What follows belongs to an exercise in optimizing a design on an open flow for a short achievable clock period and few clock cycles; a production flow would make more cautious choices. Function was checked by simulation only, so behaviour that the tests miss may differ from the original. Power figures rest on the tool's default switching activity, not on a simulated workload.

== the previous run ==
## BSV32I_SSC
module BSV32I_SSC#(
parameter DataWidth=32,
parameter AddrWidth=10,
parameter RegAddrWidth=5
)
(
    input  clock,
    input  reset,
    input  [DataWidth-1:0]program_in,
    input  [AddrWidth-1:0]address_in,
    input  [DataWidth-1:0]Inst_mem_dataOut,Data_mem_dataOut,
    output logic [DataWidth-1:0]Inst_mem_dataIn,Data_mem_dataIn,
    output logic [AddrWidth-1:0]Inst_mem_address,Data_mem_address,
    output logic Inst_mem_read_en,Data_mem_read_en,
    output logic Inst_mem_write_en,Data_mem_write_en,
    output logic [2:0]func3,
    output logic [DataWidth-1:0]reg_out
);
Size: ~7,500 cells after synthesis, ~1,400 flip-flops, roughly 0.082 mm2 of cells after synthesis.
==> flow/config.mk <==
export PLATFORM = sky130hd
export DESIGN_NAME = BSV32I_SSC
export DESIGN_NICKNAME = BSV32I_SSC
export VERILOG_FILES = /design/flow/design.v
export SDC_FILE = /design/flow/constraint.sdc
export NUM_CORES = 4
export LEC_CHECK = 0
export ABC_CLOCK_PERIOD_IN_PS = 2500
export CAP_MARGIN = 40
export CORE_MARGIN = 2
export CORE_UTILIZATION = 40
export SETUP_SLACK_MARGIN = 5
export SLEW_MARGIN = 40
==> flow/constraint.sdc <==
create_clock -name core_clock -period 9.0 [get_ports {clock}]
set_input_delay 1.8000 -clock core_clock [delete_from_list [all_inputs] [get_ports {clock}]]
set_output_delay 1.8000 -clock core_clock [all_outputs]
set_load 0.01 [all_outputs]
standard.sh (not shown) runs the stock make flow with config.mk's settings and CLKGATE_MAP_FILE= SYNTH_SCRIPT=/design/flow/synth_recipe.tcl, a recipe that flattens the netlist after the stock synthesis.
==> flow/flow/run.sh <==
#!/bin/bash
set -o pipefail
bash standard.sh SETUP_SLACK_MARGIN=6 finish > make_flow.log 2>&1
The previous run: complete, dirty (max-capacitance violations, max-slew violations)
Testbench counts of the previous run, summed over its fixed seeds: cycles 58,910.
Edits applied to the flow inputs when going from the previous run to the current run:
--- a/flow/design.v
+++ b/flow/design.v
@@ -209,13 +209,13 @@
 assign jS  = aE[11:0] ^ bxE[11:0] ^ immI[11:0];
 assign jC  = {(aE[10:0] & bxE[10:0]) | (aE[10:0] & immI[10:0]) | (bxE[10:0] & immI[10:0]), subE};
 assign jTE = jS + jC;
 assign jTM = resM[11:0] + immI[11:0];
 assign jTR = rf1D[11:0] + immI[11:0];
 assign jT  = bE1D ? jTE : bM1D ? jTM : jTR;
-assign redirectD = (earlyOK & (takenD ^ predD)) | jalrOK;    
+assign redirectD = ((earlyOK & (takenD ^ predD)) | jalrOK) & ~redirect;
 assign altD = isJALR ? jT[11:2] : predD ? pcD1 : brTgtD;
 assign subD = isBR | ((isOP | isOPI) & ((f3 == 3'b010) | (f3 == 3'b011)))
                    | (isOP & (f3 == 3'b000) & IR[30]);
 always_ff @(posedge clock) begin
     aE    <= aNext;
     bxE   <= bNext ^ {32{subD}};
@@ -261,29 +261,30 @@
     g3 = g2 | (p2 & {g2[5:0], 4'b0});
     p3 = p2 & {p2[5:0], 4'b0};
     g4 = g3 | (p3 & {g3[1:0], 8'b0});
     add10 = p ^ {g4[8:0], 1'b0};
 endfunction
 logic [31:0] inst;
-logic        predF;
-logic [9:0]  offJ, offBF, tgtJ, tgtB, pcF1, tgtF, fetchNext;
+logic        predF, predTake;
+logic [9:0]  offJ, offBF, tgtJ, tgtB, pcF1, tgtF, pcSeq;
 assign inst  = Inst_mem_dataOut;
 assign offJ  = {inst[20], inst[30:22]};
 assign offBF = {inst[7], inst[30:25], inst[11:9]};
 assign tgtJ  = add10(pcF, offJ);
 assign tgtB  = add10(pcF, offBF);
 assign tgtF  = inst[2] ? tgtJ : tgtB;
 assign pcF1  = pcF + 10'd1;
 assign predF = (inst[6:2] == OP_JAL) |
                ((inst[6:2] == OP_BR) & (inst[31] | (inst[14:12] == 3'b001)));
-assign fetchNext = stall ? pcF : predF ? tgtF : pcF1;
+assign predTake = predF & ~redirect & ~redirectD & ~stall;
+assign pcSeq = redirect ? redirPC : redirectD ? altD : stall ? pcF : pcF1;
 always_ff @(posedge clock) begin
     if (reset)
         pcF <= 10'd0;
     else
-        pcF <= redirect ? redirPC : redirectD ? altD : fetchNext;
+        pcF <= predTake ? tgtF : pcSeq;
 end
 logic [4:0]  rs1F, rs2F;
 logic        brF;
 logic [31:0] rdF1, rdF2;
 assign rs1F = inst[19:15];
 assign brF  = (inst[6:2] == OP_BR) | (inst[6:2] == OP_JALR);
==> notes.md <==
The current run was carried through to the last stage, and its layout satisfied the timing, DRC and antenna checks. Number of nets in the final layout was lower in the previous run than in the current run. Summary of the current run over the previous run: detailed-placement wirelength estimate went down by about 4%, sequential cell count was more or less identical, number of iterations in the first detailed-routing pass went up by 3, number of clock buffers in the layout went down by 3.9%, total power went up by 0.83%. The critical path data required time in the current run was lower than what the previous run gave. The previous run and the current run ended up with nearly the same total area of sequential cells. Summary: with the previous run as the reference, footprint of the multi-input gates in the current run moved up slightly. Cell depth of the worst flop-to-flop path for the current run is higher than for the previous run. Insertion delay of the later-clocked pin in the worst-skew pair came out higher on the current run than on the previous run. Clock-cell share of area: the current run vs the previous run, no meaningful difference. Compared with the previous run, the current run shows sequential share of layout area lower by 0.86 points. Going from the previous run to the current run, the highest ir drop seen on vdd was found to have gone up by 40%.
Testbench counts of the current run, summed over its fixed seeds: cycles 58,910.

==> afterwards: timing with drivers on the ports <==
How much do the figures lean on ideal ports? The routed layouts below were timed once more, with nothing changed but the port constraints.
Step 1: set_driving_cell puts a clkbuf_16 on clock and a buf_2 on each other input, an assumption about the parent block.
Step 2 moves the port delays by t, midway between the first and last clock arrival at a register: inputs arrive t later, outputs are due t later. That takes back most of the time a late clock gives input paths.
Three values: ideal ports, drivers, drivers and shift; two values: the first two.
run	t (ns)	setup slack, ns	worst setup path at the end	latest minus earliest clock arrival (ns)
the previous run	0.889	4.517 / 4.311 / 3.423	input to register	0.093 / 0.093
the current run	0.927	4.935 / 4.633 / 3.705	input to register	0.090 / 0.091
The setup slack of the current run, which loses most, moves by -0.302 ns with the drivers and by -1.230 ns with both steps.
